Source: an optimization exercise on an open RTL-to-GDS flow (aim: small area and a short achievable clock period). Production flows keep margins and buffers that such runs may drop.
In this exercise RTL edits were held to simulation tests only and were not proved equivalent to the original.
No activity file was given, so power comes from the tool's default toggle rates.

==> flow/design.v <==
module add_alu (
	input  wire [31:0] a,
	input  wire [31:0] b,
	input  wire        cin,
	output wire [31:0] s,
	output wire [31:0] c,
	output wire        cout
	);
wire [31:0] p = a ^ b;
wire [31:0] g = a & b;
wire gc0 = g[0] | (p[0] & cin);
wire G0_1 = g[1] | (p[1] & gc0);
wire G0_2 = g[2] | (p[2] & g[1]);
wire P0_2 = p[2] & p[1];
wire G0_3 = g[3] | (p[3] & g[2]);
wire P0_3 = p[3] & p[2];
wire G0_4 = g[4] | (p[4] & g[3]);
wire P0_4 = p[4] & p[3];
wire G0_5 = g[5] | (p[5] & g[4]);
wire P0_5 = p[5] & p[4];
wire G0_6 = g[6] | (p[6] & g[5]);
wire P0_6 = p[6] & p[5];
wire G0_7 = g[7] | (p[7] & g[6]);
wire P0_7 = p[7] & p[6];
wire G0_8 = g[8] | (p[8] & g[7]);
wire P0_8 = p[8] & p[7];
wire G0_9 = g[9] | (p[9] & g[8]);
wire P0_9 = p[9] & p[8];
wire G0_10 = g[10] | (p[10] & g[9]);
wire P0_10 = p[10] & p[9];
wire G0_11 = g[11] | (p[11] & g[10]);
wire P0_11 = p[11] & p[10];
wire G0_12 = g[12] | (p[12] & g[11]);
wire P0_12 = p[12] & p[11];
wire G0_13 = g[13] | (p[13] & g[12]);
wire P0_13 = p[13] & p[12];
wire G0_14 = g[14] | (p[14] & g[13]);
wire P0_14 = p[14] & p[13];
wire G0_15 = g[15] | (p[15] & g[14]);
wire P0_15 = p[15] & p[14];
wire G0_16 = g[16] | (p[16] & g[15]);
wire P0_16 = p[16] & p[15];
wire G0_17 = g[17] | (p[17] & g[16]);
wire P0_17 = p[17] & p[16];
wire G0_18 = g[18] | (p[18] & g[17]);
wire P0_18 = p[18] & p[17];
wire G0_19 = g[19] | (p[19] & g[18]);
wire P0_19 = p[19] & p[18];
wire G0_20 = g[20] | (p[20] & g[19]);
wire P0_20 = p[20] & p[19];
wire G0_21 = g[21] | (p[21] & g[20]);
wire P0_21 = p[21] & p[20];
wire G0_22 = g[22] | (p[22] & g[21]);
wire P0_22 = p[22] & p[21];
wire G0_23 = g[23] | (p[23] & g[22]);
wire P0_23 = p[23] & p[22];
wire G0_24 = g[24] | (p[24] & g[23]);
wire P0_24 = p[24] & p[23];
wire G0_25 = g[25] | (p[25] & g[24]);
wire P0_25 = p[25] & p[24];
wire G0_26 = g[26] | (p[26] & g[25]);
wire P0_26 = p[26] & p[25];
wire G0_27 = g[27] | (p[27] & g[26]);
wire P0_27 = p[27] & p[26];
wire G0_28 = g[28] | (p[28] & g[27]);
wire P0_28 = p[28] & p[27];
wire G0_29 = g[29] | (p[29] & g[28]);
wire P0_29 = p[29] & p[28];
wire G0_30 = g[30] | (p[30] & g[29]);
wire P0_30 = p[30] & p[29];
wire G0_31 = g[31] | (p[31] & g[30]);
wire P0_31 = p[31] & p[30];
wire G1_2 = G0_2 | (P0_2 & gc0);
wire G1_3 = G0_3 | (P0_3 & G0_1);
wire G1_4 = G0_4 | (P0_4 & G0_2);
wire P1_4 = P0_4 & P0_2;
wire G1_5 = G0_5 | (P0_5 & G0_3);
wire P1_5 = P0_5 & P0_3;
wire G1_6 = G0_6 | (P0_6 & G0_4);
wire P1_6 = P0_6 & P0_4;
wire G1_7 = G0_7 | (P0_7 & G0_5);
wire P1_7 = P0_7 & P0_5;
wire G1_8 = G0_8 | (P0_8 & G0_6);
wire P1_8 = P0_8 & P0_6;
wire G1_9 = G0_9 | (P0_9 & G0_7);
wire P1_9 = P0_9 & P0_7;
wire G1_10 = G0_10 | (P0_10 & G0_8);
wire P1_10 = P0_10 & P0_8;
wire G1_11 = G0_11 | (P0_11 & G0_9);
wire P1_11 = P0_11 & P0_9;
wire G1_12 = G0_12 | (P0_12 & G0_10);
wire P1_12 = P0_12 & P0_10;
wire G1_13 = G0_13 | (P0_13 & G0_11);
wire P1_13 = P0_13 & P0_11;
wire G1_14 = G0_14 | (P0_14 & G0_12);
wire P1_14 = P0_14 & P0_12;
wire G1_15 = G0_15 | (P0_15 & G0_13);
wire P1_15 = P0_15 & P0_13;
wire G1_16 = G0_16 | (P0_16 & G0_14);
wire P1_16 = P0_16 & P0_14;
wire G1_17 = G0_17 | (P0_17 & G0_15);
wire P1_17 = P0_17 & P0_15;
wire G1_18 = G0_18 | (P0_18 & G0_16);
wire P1_18 = P0_18 & P0_16;
wire G1_19 = G0_19 | (P0_19 & G0_17);
wire P1_19 = P0_19 & P0_17;
wire G1_20 = G0_20 | (P0_20 & G0_18);
wire P1_20 = P0_20 & P0_18;
wire G1_21 = G0_21 | (P0_21 & G0_19);
wire P1_21 = P0_21 & P0_19;
wire G1_22 = G0_22 | (P0_22 & G0_20);
wire P1_22 = P0_22 & P0_20;
wire G1_23 = G0_23 | (P0_23 & G0_21);
wire P1_23 = P0_23 & P0_21;
wire G1_24 = G0_24 | (P0_24 & G0_22);
wire P1_24 = P0_24 & P0_22;
wire G1_25 = G0_25 | (P0_25 & G0_23);
wire P1_25 = P0_25 & P0_23;
wire G1_26 = G0_26 | (P0_26 & G0_24);
wire P1_26 = P0_26 & P0_24;
wire G1_27 = G0_27 | (P0_27 & G0_25);
wire P1_27 = P0_27 & P0_25;
wire G1_28 = G0_28 | (P0_28 & G0_26);
wire P1_28 = P0_28 & P0_26;
wire G1_29 = G0_29 | (P0_29 & G0_27);
wire P1_29 = P0_29 & P0_27;
wire G1_30 = G0_30 | (P0_30 & G0_28);
wire P1_30 = P0_30 & P0_28;
wire G1_31 = G0_31 | (P0_31 & G0_29);
wire P1_31 = P0_31 & P0_29;
wire G2_4 = G1_4 | (P1_4 & gc0);
wire G2_5 = G1_5 | (P1_5 & G0_1);
wire G2_6 = G1_6 | (P1_6 & G1_2);
wire G2_7 = G1_7 | (P1_7 & G1_3);
wire G2_8 = G1_8 | (P1_8 & G1_4);
wire P2_8 = P1_8 & P1_4;
wire G2_9 = G1_9 | (P1_9 & G1_5);
wire P2_9 = P1_9 & P1_5;
wire G2_10 = G1_10 | (P1_10 & G1_6);
wire P2_10 = P1_10 & P1_6;
wire G2_11 = G1_11 | (P1_11 & G1_7);
wire P2_11 = P1_11 & P1_7;
wire G2_12 = G1_12 | (P1_12 & G1_8);
wire P2_12 = P1_12 & P1_8;
wire G2_13 = G1_13 | (P1_13 & G1_9);
wire P2_13 = P1_13 & P1_9;
wire G2_14 = G1_14 | (P1_14 & G1_10);
wire P2_14 = P1_14 & P1_10;
wire G2_15 = G1_15 | (P1_15 & G1_11);
wire P2_15 = P1_15 & P1_11;
wire G2_16 = G1_16 | (P1_16 & G1_12);
wire P2_16 = P1_16 & P1_12;
wire G2_17 = G1_17 | (P1_17 & G1_13);
wire P2_17 = P1_17 & P1_13;
wire G2_18 = G1_18 | (P1_18 & G1_14);
wire P2_18 = P1_18 & P1_14;
wire G2_19 = G1_19 | (P1_19 & G1_15);
wire P2_19 = P1_19 & P1_15;
wire G2_20 = G1_20 | (P1_20 & G1_16);
wire P2_20 = P1_20 & P1_16;
wire G2_21 = G1_21 | (P1_21 & G1_17);
wire P2_21 = P1_21 & P1_17;
wire G2_22 = G1_22 | (P1_22 & G1_18);
wire P2_22 = P1_22 & P1_18;
wire G2_23 = G1_23 | (P1_23 & G1_19);
wire P2_23 = P1_23 & P1_19;
wire G2_24 = G1_24 | (P1_24 & G1_20);
wire P2_24 = P1_24 & P1_20;
wire G2_25 = G1_25 | (P1_25 & G1_21);
wire P2_25 = P1_25 & P1_21;
wire G2_26 = G1_26 | (P1_26 & G1_22);
wire P2_26 = P1_26 & P1_22;
wire G2_27 = G1_27 | (P1_27 & G1_23);
wire P2_27 = P1_27 & P1_23;
wire G2_28 = G1_28 | (P1_28 & G1_24);
wire P2_28 = P1_28 & P1_24;
wire G2_29 = G1_29 | (P1_29 & G1_25);
wire P2_29 = P1_29 & P1_25;
wire G2_30 = G1_30 | (P1_30 & G1_26);
wire P2_30 = P1_30 & P1_26;
wire G2_31 = G1_31 | (P1_31 & G1_27);
wire P2_31 = P1_31 & P1_27;
wire G3_8 = G2_8 | (P2_8 & gc0);
wire G3_9 = G2_9 | (P2_9 & G0_1);
wire G3_10 = G2_10 | (P2_10 & G1_2);
wire G3_11 = G2_11 | (P2_11 & G1_3);
wire G3_12 = G2_12 | (P2_12 & G2_4);
wire G3_13 = G2_13 | (P2_13 & G2_5);
wire G3_14 = G2_14 | (P2_14 & G2_6);
wire G3_15 = G2_15 | (P2_15 & G2_7);
wire G3_16 = G2_16 | (P2_16 & G2_8);
wire P3_16 = P2_16 & P2_8;
wire G3_17 = G2_17 | (P2_17 & G2_9);
wire P3_17 = P2_17 & P2_9;
wire G3_18 = G2_18 | (P2_18 & G2_10);
wire P3_18 = P2_18 & P2_10;
wire G3_19 = G2_19 | (P2_19 & G2_11);
wire P3_19 = P2_19 & P2_11;
wire G3_20 = G2_20 | (P2_20 & G2_12);
wire P3_20 = P2_20 & P2_12;
wire G3_21 = G2_21 | (P2_21 & G2_13);
wire P3_21 = P2_21 & P2_13;
wire G3_22 = G2_22 | (P2_22 & G2_14);
wire P3_22 = P2_22 & P2_14;
wire G3_23 = G2_23 | (P2_23 & G2_15);
wire P3_23 = P2_23 & P2_15;
wire G3_24 = G2_24 | (P2_24 & G2_16);
wire P3_24 = P2_24 & P2_16;
wire G3_25 = G2_25 | (P2_25 & G2_17);
wire P3_25 = P2_25 & P2_17;
wire G3_26 = G2_26 | (P2_26 & G2_18);
wire P3_26 = P2_26 & P2_18;
wire G3_27 = G2_27 | (P2_27 & G2_19);
wire P3_27 = P2_27 & P2_19;
wire G3_28 = G2_28 | (P2_28 & G2_20);
wire P3_28 = P2_28 & P2_20;
wire G3_29 = G2_29 | (P2_29 & G2_21);
wire P3_29 = P2_29 & P2_21;
wire G3_30 = G2_30 | (P2_30 & G2_22);
wire P3_30 = P2_30 & P2_22;
wire G3_31 = G2_31 | (P2_31 & G2_23);
wire P3_31 = P2_31 & P2_23;
wire G4_16 = G3_16 | (P3_16 & gc0);
wire G4_17 = G3_17 | (P3_17 & G0_1);
wire G4_18 = G3_18 | (P3_18 & G1_2);
wire G4_19 = G3_19 | (P3_19 & G1_3);
wire G4_20 = G3_20 | (P3_20 & G2_4);
wire G4_21 = G3_21 | (P3_21 & G2_5);
wire G4_22 = G3_22 | (P3_22 & G2_6);
wire G4_23 = G3_23 | (P3_23 & G2_7);
wire G4_24 = G3_24 | (P3_24 & G3_8);
wire G4_25 = G3_25 | (P3_25 & G3_9);
wire G4_26 = G3_26 | (P3_26 & G3_10);
wire G4_27 = G3_27 | (P3_27 & G3_11);
wire G4_28 = G3_28 | (P3_28 & G3_12);
wire G4_29 = G3_29 | (P3_29 & G3_13);
wire G4_30 = G3_30 | (P3_30 & G3_14);
wire G4_31 = G3_31 | (P3_31 & G3_15);
assign c = {G4_30, G4_29, G4_28, G4_27, G4_26, G4_25, G4_24, G4_23, G4_22, G4_21, G4_20, G4_19, G4_18, G4_17, G4_16, G3_15, G3_14, G3_13, G3_12, G3_11, G3_10, G3_9, G3_8, G2_7, G2_6, G2_5, G2_4, G1_3, G1_2, G0_1, gc0, cin};
assign s = p ^ c;
assign cout = G4_31;
endmodule
module add_tgt (
	input  wire [15:0] a,
	input  wire [15:0] b,
	input  wire        cin,
	output wire [15:0] s,
	output wire [15:0] c,
	output wire        cout
	);
wire [15:0] p = a ^ b;
wire [15:0] g = a & b;
wire gc0 = g[0] | (p[0] & cin);
wire G0_1 = g[1] | (p[1] & gc0);
wire G0_3 = g[3] | (p[3] & g[2]);
wire P0_3 = p[3] & p[2];
wire G0_5 = g[5] | (p[5] & g[4]);
wire P0_5 = p[5] & p[4];
wire G0_7 = g[7] | (p[7] & g[6]);
wire P0_7 = p[7] & p[6];
wire G0_9 = g[9] | (p[9] & g[8]);
wire P0_9 = p[9] & p[8];
wire G0_11 = g[11] | (p[11] & g[10]);
wire P0_11 = p[11] & p[10];
wire G0_13 = g[13] | (p[13] & g[12]);
wire P0_13 = p[13] & p[12];
wire G0_15 = g[15] | (p[15] & g[14]);
wire P0_15 = p[15] & p[14];
wire G1_3 = G0_3 | (P0_3 & G0_1);
wire G1_7 = G0_7 | (P0_7 & G0_5);
wire P1_7 = P0_7 & P0_5;
wire G1_11 = G0_11 | (P0_11 & G0_9);
wire P1_11 = P0_11 & P0_9;
wire G1_15 = G0_15 | (P0_15 & G0_13);
wire P1_15 = P0_15 & P0_13;
wire G2_7 = G1_7 | (P1_7 & G1_3);
wire G2_15 = G1_15 | (P1_15 & G1_11);
wire P2_15 = P1_15 & P1_11;
wire G3_15 = G2_15 | (P2_15 & G2_7);
wire G4_11 = G1_11 | (P1_11 & G2_7);
wire G5_5 = G0_5 | (P0_5 & G1_3);
wire G5_9 = G0_9 | (P0_9 & G2_7);
wire G5_13 = G0_13 | (P0_13 & G4_11);
wire G6_2 = g[2] | (p[2] & G0_1);
wire G6_4 = g[4] | (p[4] & G1_3);
wire G6_6 = g[6] | (p[6] & G5_5);
wire G6_8 = g[8] | (p[8] & G2_7);
wire G6_10 = g[10] | (p[10] & G5_9);
wire G6_12 = g[12] | (p[12] & G4_11);
wire G6_14 = g[14] | (p[14] & G5_13);
assign c = {G6_14, G5_13, G6_12, G4_11, G6_10, G5_9, G6_8, G2_7, G6_6, G5_5, G6_4, G1_3, G6_2, G0_1, gc0, cin};
assign s = p ^ c;
assign cout = G3_15;
endmodule
module exe_stage (
	input  wire        clk,
	input  wire        rst,
	input  wire [31:0] instr,
	input  wire [31:0] rs1,
	input  wire [31:0] rs2,
	input  wire [31:0] pc_next,
	output reg  [31:0] result,
	output reg         flag_n,
	output reg         flag_c,
	output reg         flag_v,
	output reg         flag_z,
	output reg         ready,
	output reg         branch,
	output reg  [31:0] target
	);
wire [2:0]  op    = instr[31:29];
wire [4:0]  opula = instr[28:24];
wire [3:0]  cond  = instr[23:20];
wire        bop   = instr[24];
wire        s15   = instr[15];
wire [31:0] imm   = {{16{s15}}, instr[15:0]};
wire en   = (op == 3'b001) | (op == 3'b010) | (op[2] & op[1]);
wire pcen = op[2] & (op[1] | op[0]);
wire op2  = (op == 3'b010);           
localparam [8:0] C_ADD   = 9'b1_____0___0__0___0___0___0__1__0;
localparam [8:0] C_ADDI  = 9'b1_____0___0__1___0___0___0__1__0;
localparam [8:0] C_INCA  = 9'b1_____0___1__1___0___0___0__1__0;
localparam [8:0] C_SUBD  = 9'b1_____1___0__0___0___0___0__1__0;
localparam [8:0] C_SUB   = 9'b1_____1___0__1___0___0___0__1__0;
localparam [8:0] C_DECA  = 9'b1_____1___1__0___0___0___0__1__0;
localparam [8:0] C_LSL   = 9'b0_____0___0__0___1___0___0__0__0;
localparam [8:0] C_RSL   = 9'b0_____0___0__0___0___1___0__0__0;
localparam [8:0] C_AND   = 9'b0_____0___0__0___0___0___1__0__0;
localparam [8:0] C_ANDNA = 9'b0_____1___0__0___0___0___1__1__1;   
localparam [8:0] C_ANDNB = 9'b0_____1___0__0___0___0___1__0__0;   
localparam [8:0] C_OR    = 9'b0_____0___0__0___0___0___1__1__0;
localparam [8:0] C_XOR   = 9'b0_____0___0__0___0___0___0__1__0;
localparam [8:0] C_NAND  = 9'b0_____0___0__0___0___0___1__0__1;
localparam [8:0] C_XNOR  = 9'b0_____0___0__0___0___0___0__1__1;
localparam [8:0] C_NOTA  = 9'b0_____1___1__0___0___0___0__1__0;   
localparam [8:0] C_ORNA  = 9'b0_____1___0__0___0___0___1__0__1;   
localparam [8:0] C_ORNB  = 9'b0_____1___0__0___0___0___1__1__0;   
localparam [8:0] C_NOR   = 9'b0_____0___0__0___0___0___1__1__1;
reg [8:0] dec;
always @(*) begin
	case (opula)
		5'd0, 5'd8, 5'd12, 5'd22: dec = C_ADD;
		5'd1:  dec = C_ADDI;
		5'd2:  dec = C_INCA;
		5'd3:  dec = C_SUBD;
		5'd4:  dec = C_SUB;
		5'd5:  dec = C_DECA;
		5'd6:  dec = C_LSL;
		5'd7:  dec = C_RSL;
		5'd9:  dec = C_AND;
		5'd10: dec = C_ANDNA;
		5'd11: dec = C_ANDNB;
		5'd13, 5'd15: dec = C_OR;
		5'd14: dec = C_XOR;
		5'd16: dec = C_NAND;
		5'd17: dec = C_XNOR;
		5'd18: dec = C_NOTA;
		5'd19: dec = C_ORNA;
		5'd20: dec = C_ORNB;
		5'd21: dec = C_NOR;
		default: dec = 9'b0;
	endcase
end
wire      opula_def = ~(opula[4] & (opula[3] | (opula[2] & opula[1] & opula[0])));
reg [8:0] ctrl_q;
wire [8:0] ctrl = opula_def ? dec : ctrl_q;
wire arith = ctrl[8], invb = ctrl[7], zb = ctrl[6], cin = ctrl[5];
wire shl = ctrl[4], shr = ctrl[3], sg = ctrl[2], sp = ctrl[1], oi = ctrl[0];
wire sub = invb;       
wire shift = shl | shr;
wire [31:0] A  = rs1;
wire [31:0] B  = op2 ? rs2 : imm;
wire [31:0] Bp = (op2 ? rs2 & {32{~zb}} : imm & {32{~zb}}) ^ {32{invb}};
wire [31:0] sum;
wire [31:0] carry;                            
wire        cout;
add_alu u_add (.a(A), .b(Bp), .cin(cin), .s(sum), .c(carry), .cout(cout));
wire [31:0] g = A & Bp;
wire [31:0] p = A ^ Bp;
wire [31:0] lu = ((g & {32{sg}}) | (p & {32{sp}})) ^ {32{oi}};
wire [31:0] X  = lu ^ (carry & {32{arith}});
wire [31:0] kz   = {g[30:0] | p[30:0], cin};
wire        zsum = ~|(p ^ kz);
function [31:0] rev32(input [31:0] x);
	integer k;
	for (k = 0; k < 32; k = k + 1) rev32[k] = x[31 - k];
endfunction
wire        big = |B[31:5];
wire [4:0]  k   = B[4:0];
wire [31:0] s0  = shl ? rev32(A) : A;
wire [31:0] s1  = k[0] ? {1'b0,  s0[31:1]}  : s0;
wire [31:0] s2  = k[1] ? {2'b0,  s1[31:2]}  : s1;
wire [31:0] s3  = k[2] ? {4'b0,  s2[31:4]}  : s2;
wire [31:0] s4  = k[3] ? {8'b0,  s3[31:8]}  : s3;
wire [31:0] sr  = k[4] ? {16'b0, s4[31:16]} : s4;
wire kX = ~rst & en & ~shift;
wire kL = ~rst & en & shl & ~big;
wire kR = ~rst & en & shr & ~big;
wire kH = ~rst & ~en;
wire [31:0] D = (X & {32{kX}}) | (rev32(sr) & {32{kL}}) | (sr & {32{kR}}) | (result & {32{kH}});
reg  rst_q;                                    
wire zq  = flag_z | rst_q;                     
wire ae  = en & arith;
wire n_d = ~rst & (ae ? sum[31] : flag_n);
wire c_d = ~rst & (ae ? cout ^ sub : flag_c);
wire zsh = big | ~|sr;
wire zlu = ~|lu;
wire z_d = ~rst & (en ? (arith ? zsum : (shift ? zsh : zlu)) : zq);
wire xv  = A[31] ^ B[31] ^ ~sub;               
wire v_d = ~rst & arith & (en ? (A[31] ^ sum[31]) & (xv | (zb & (A[31] ^ ~sub)))
                              : (A[31] ^ result[31]) & xv);
wire v_q = arith & (A[31] ^ result[31]) & xv;
reg  br;
always @(*) begin
	case (cond)
		4'd0: br = flag_n == bop;
		4'd1: br = zq == bop;
		4'd2: br = flag_c == bop;
		4'd3: br = (flag_n | zq) == bop;
		4'd4: br = v_q == bop;
		default: br = branch;
	endcase
end
wire br_d = ~rst & pcen & (op[1] | br);
wire [15:0] t_lo;
wire        c16;
add_tgt u_tgt (.a(pc_next[15:0]), .b(instr[15:0]), .cin(1'b0), .s(t_lo), .c(), .cout(c16));
wire        up = c16 & ~s15;
wire        dn = ~c16 & s15;
reg  [15:0] t_hi;
integer j;
always @(*) begin
	for (j = 0; j < 16; j = j + 1)
		t_hi[j] = pc_next[16 + j] ^ ((up & ((j == 0) | &(pc_next[16 +: 16] | ~({16{1'b1}} >> (16 - j)))))
		                            | (dn & ((j == 0) | ~|(pc_next[16 +: 16] & ({16{1'b1}} >> (16 - j))))));
end
wire [31:0] target_d = {t_hi, t_lo} & {32{~rst}};
always @(posedge clk) begin
	rst_q  <= rst;
	result <= D;
	flag_n <= n_d;
	flag_c <= c_d;
	flag_v <= v_d;
	flag_z <= z_d;
	ready  <= ~rst & en;
	branch <= br_d;
	target <= target_d;
	ctrl_q <= rst ? C_NOTA : ctrl;
end
endmodule
==> flow/flow/run.sh <==
#!/bin/bash
# The standard layout (standard.sh), changed in three ways:
#  - synthesis maps with flow/abc_map.script (see flow/synth.tcl);
#  - full adders are not extracted into fa/ha cells before ABC
#    (ADDER_MAP_FILE empty), so the prefix adders keep their structure;
#  - the port buffers are buf_1 cells instead of the clkdlybuf4s50 delay
#    cell that buffer_ports picks by default.
set -o pipefail
export FLOW_FLOW_DIR="$PWD/flow"
export BUFFER_PORTS_ARGS="-buffer_cell sky130_fd_sc_hd__buf_1"
bash standard.sh ADDER_MAP_FILE= SYNTH_SCRIPT="$PWD/flow/synth.tcl" finish 2>&1 | tee make.log
==> flow/flow/abc_map.script <==
strash
dch
map -D 2500
buffer -p
upsize -D 2500
dnsize -D 2500
==> flow/flow/synth.tcl <==
# The standard flow's synthesis script (synth_recipe.tcl) with one change: the ABC pass
# uses flow/abc_map.script (delay-targeted mapping with area recovery)
# instead of ORFS's abc_speed.script. Registers are mapped before ABC runs,
# so they are the same as in the standard synthesis.
proc synth {args} { yosys synth -nofsm -noshare {*}$args }
proc fix_abc_args {name1 name2 op} {
  global abc_args
  set i [lsearch $abc_args -script]
  lset abc_args [expr {$i + 1}] $::env(FLOW_FLOW_DIR)/abc_map.script
}
trace add variable ::abc_args write fix_abc_args
source $::env(SCRIPTS_DIR)/synth.tcl
# left out here: clear keep_hierarchy, flatten, clean up, hide names made inside functions, write 1_2_yosys.v
==> flow/standard.sh <==
#!/bin/bash
# synth_recipe.tcl (not shown) runs the flow's synth.tcl, then flattens the netlist and writes it again
# the make line also repeats each setting of config.mk as NAME=value (left out here)
make -C /OpenROAD-flow-scripts/flow DESIGN_CONFIG=/design/flow/config.mk WORK_HOME=/design/flow/orfs CLKGATE_MAP_FILE= SYNTH_SCRIPT=/design/flow/synth_recipe.tcl "${@:-finish}"
==> flow/config.mk <==
export PLATFORM = sky130hd
export DESIGN_NAME = exe_stage
export DESIGN_NICKNAME = exe_stage
export VERILOG_FILES = /design/flow/design.v
export SDC_FILE = /design/flow/constraint.sdc
export NUM_CORES = 4
export LEC_CHECK = 0
export CAP_MARGIN = 20
export CORE_MARGIN = 2
export CORE_UTILIZATION = 40
export PLACE_DENSITY = 0.6
export SETUP_SLACK_MARGIN = 4.5
export SLEW_MARGIN = 20
export TNS_END_PERCENT = 0
==> flow/constraint.sdc <==
create_clock -name core_clock -period 9.0 [get_ports {clk}]
set_input_delay 1.8000 -clock core_clock [delete_from_list [all_inputs] [get_ports {clk}]]
set_output_delay 1.8000 -clock core_clock [all_outputs]
set_load 0.01 [all_outputs]
==> results.txt <==
-- through the flow --
| step | instances | utilization | setup WS [ns] | power, mW |
|---|---|---|---|---|
| global placement | 2193 | 0.445 | 2.31 | 1.35 |
| CTS | 2359 | 0.564 | 4.26 | 2.07 |
| finish | 2389 | 0.600 | 4.06 | 2.23 |
| global route | 2389 | 0.600 | 3.95 | 2.34 |
| floorplan | 1735 | - | 4.35 | 1.05 |
| detailed placement | 2193 | 0.445 | 2.20 | 1.35 |
-- area by class of cell --
cell class / instances / area (sq um)
Fill cell: 2371 / 9650
Multi-Input combinational cell: 1375 / 8590
Timing Repair Buffer: 376 / 2620
Sequential cell: 80 / 1600
Inverter: 213 / 858
Tap cell: 324 / 405
Clock buffer: 10 / 229
Clock inverter: 6 / 115
Timing Repair inverter: 5 / 32.5
-- cell families after synthesis --
logic type | after synthesis | share of synthesized area
muxes | 9 | 0.00925
and+or+nand+nor | 756 | 0.325
AOI/OAI and AO/OA | 526 | 0.315
adders and majority gates | 2 | 0.00206
buffers and inverters | 287 | 0.116
DFF | 80 | 0.165
xor gates and xnor gates | 75 | 0.0675
-- power breakdown --
| group | internal (mW) | leakage (nW) | switching, mW |
|---|---|---|---|
| sequential | 0.395 | 0.663 | 0.0216 |
| clock | 0.274 | 0.164 | 0.175 |
| combinational | 0.522 | 5.29 | 0.844 |
-- layer usage --
layer / wire, um / share of wire
met5: 0 / 0
met4: 3130 / 0.063
met2: 21400 / 0.43
met3: 5490 / 0.11
met1: 19500 / 0.39
-- worst max-delay path: cells and delay by family --
kind / cells / cell delay (ns)
AOI/OAI and AO/OA: 8 / 1.15
buffers and inverters: 13 / 1.53
and+or+nand+nor: 7 / 0.66
-- flip-flops by register name (all words and copies together), names as in the netlist --
| name | flops |
|---|---|
| branch | 1 |
| ctrl_q | 9 |
| flag_c | 1 |
| flag_n | 1 |
| flag_v | 1 |
| flag_z | 1 |
| ready | 1 |
| result | 32 |
| rst_q | 1 |
| target | 32 |
-- path summary, 6_finish.rpt --
kind | endpoint | from | cells after the start | slack (ns)
worst max-delay path | result[3] | instr[25] | 28 | 4.06
worst min-delay path | result[14] | result[14] | 2 | 0.50
worst max register to register | result[3] | ctrl_q[4] | 22 | 5.71
worst min register to register | result[14] | result[14] | 2 | 0.50
-- layout by cell type, fill, tap and decap left out, types with 18 or more instances in the layout --
cell type  synthesis  routed
xor2_1            37      29
nand3_1           58      46
nor2_2             5      27
o21ai_1           26      53
nor2_1           203     153
nor3_1            40      33
o21ai_0          209     128
buf_4              4     147
nand2_2            2      24
buf_1              3     187
o211ai_1          18      18
a21oi_1          132     115
nor2_4             1      29
o21ai_2            0      45
dfxtp_1           80      80
xnor2_1           38      23
inv_1            201     181
a22oi_1           44      39
nand2_1          383     354
-- repair_timing --
action	in CTS	in global routing
buffers inserted	132	26
cloned	18	4
pin swaps	91	76
hold endpoints to repair	0	0
setup endpoints to repair	47	48
gates resized for setup	335	144
hold buffers	0	0
==> results.rst <==
.. list-table::
   :header-rows: 1

   * - Metric
     - Value
   * - Global route total overflow
     - 0
   * - Number of max-cap violations
     - 0
   * - Worst clock skew on the final layout
     - about 0.014 ns
   * - Minimum hold slack
     - 0.501 ns
   * - Run status
     - timing/DRC/antenna clean
   * - Unique masters post-synth
     - 66
   * - Unrepaired setup endpoints after global routing
     - true
   * - Number of flops mapped to enable cells by yosys
     - 0
   * - Most area-consuming cells after synthesis
     - dfxtp_1 16%, nand2_1 15%, o21ai_0 11%, nor2_1 7.8%, inv_1 7.7%
   * - Gate count of the mapped netlist
     - 1735
   * - Most repeated library cell on the critical path
     - buf_4
   * - Met1 usage
     - 0.468
   * - Met2 Resource Use GR
     - 0.566
   * - Number of antenna violations at the first check in global routing
     - 0
   * - Worst hold path type
     - flop to flop
   * - Synth top area share
     - 0.165
   * - Die W
     - around 160 um
   * - Cell at the slowest stage of the critical path
     - a21oi_4
   * - Final min period
     - a little under 5 ns
   * - GRT Overall Usage
     - 0.363
   * - Post-detailed-route count of antenna-violating nets
     - 0
   * - DR pass1 iterations
     - 6
   * - Die Span Y
     - about 160 um
   * - Area leader, netlist
     - dfxtp_1
   * - Post-synth net total
     - around 1.9k
   * - TritonCTS clock tree
     - done
   * - Sequential element share of the synthesized area
     - 0.165
   * - Largest vdd supply drop
     - approximately 0.000096 V
   * - Clock sink count
     - 80
   * - Wire length of the first global-routing pass
     - just over 70000 um
   * - Transition time of the tightest slew-check pin
     - approximately 0.97 ns
   * - Summed instance area of the synthesized netlist
     - approximately 0.0097 sq mm
   * - Maximum single-stage delay on the critical path
     - around 0.25 ns
   * - Mean area per synthesized cell
     - 5.61 sq um
   * - DP Area
     - approximately 0.011 sq mm
   * - Period utilization
     - 0.549
   * - Most used standard cell by instance count after synthesis
     - nand2_1
   * - Ys flop type
     - dfxtp_1
   * - Top-Level Pins
     - 200
   * - HPWL after DPL
     - 34500 um
   * - Max Clk Rate
     - a little over 200 MHz
   * - Largest net degree at the start of global routing
     - 34
   * - Tightest slew margin relative to the limit
     - 0.351
   * - Most used routing layer
     - met2
   * - Final slew viol count
     - 0
   * - Total of flip-flops plus latches after synthesis
     - 80
   * - Row count
     - 57
   * - Static Leak
     - 6.12 nW
   * - Gpl congestion
     - about 0.96
   * - Max clock buf depth
     - 2
   * - Critical Path End Type
     - flop
   * - Initial standard-cell utilization of the core
     - 0.404
   * - Fraction of final layout cells with drive strength greater than 1
     - 0.248
   * - Final nets
     - 2190
   * - Crit path arrival time
     - ~5.2 ns
   * - Die Outline Area
     - approximately 0.026 sq mm
   * - Vias/cell
     - ~5.8
   * - Wire per inst
     - ~21 um
   * - Met3 usage
     - 0.0813
   * - Area of the core
     - 0.0241 sq mm
   * - Warnings from Yosys
     - 1
   * - Clock tree root buffer cell
     - clkbuf_16
   * - Drt drc
     - 0
   * - Diodes inserted
     - 0
   * - Final-report hold violation count
     - 0
   * - CTS H-tree lvls
     - 3
   * - Vias after detailed routing
     - 13.9k
   * - Launching element type of the critical path
     - primary input
   * - Clock network latency to the later pin of the worst-skew pair
     - roughly 0.36 ns
   * - Critical path class
     - primary input to flop
   * - Total clock buffers created by CTS
     - 9
   * - PwrDens
     - 154 mW/mm^2
   * - Area Growth Syn to Fin
     - 48.5%
   * - Clock transition time at the flip-flop clock pins of the worst setup and hold paths
     - approximately 0.060 ns
   * - Drt first-iter violations
     - 1845
   * - Ys async rst share
     - 0
   * - Required time at the worst-slack endpoint
     - approximately 9 ns
   * - Largest fanout of any net on the critical path
     - 8
   * - Post-Route Setup TNS
     - 0 ns
   * - Total Wirelength
     - slightly below 50000 um
   * - Cell area after layout
     - between 0.01 and 0.015 sq mm
   * - Vias in the first global route
     - about 13k
   * - Leading post-synthesis cells by instance count
     - 383 x nand2_1, 209 x o21ai_0, 203 x nor2_1
   * - Number of port buffers
     - 195
   * - Number of setup violations in the final report
     - 0

-- static timing again, ports no longer ideal --
No port has a modelled driver above. Below, the same layout with a new extraction and two added sets of constraints.
Step 1, drivers: a clkbuf_16 drives clk and a buf_2 each remaining input, both assumed.
Step 2 adds t to the input delays and takes it off the output delays; t is the mean of the earliest and latest rising clock arrival at the registers after step 1. Input paths then give back, and output paths get back, about the clock's delay inside the block.
Three values: ideal, step 1, step 2; two values: the first two.
t, ns: 0.401
setup slack, ns: 4.055 / 4.036 / 3.635
pins driven straight from the clock port: 1
After both steps setup and hold are still met in this run. The setup slack of this run moves by -0.019 ns with the drivers and by -0.420 ns with both steps.
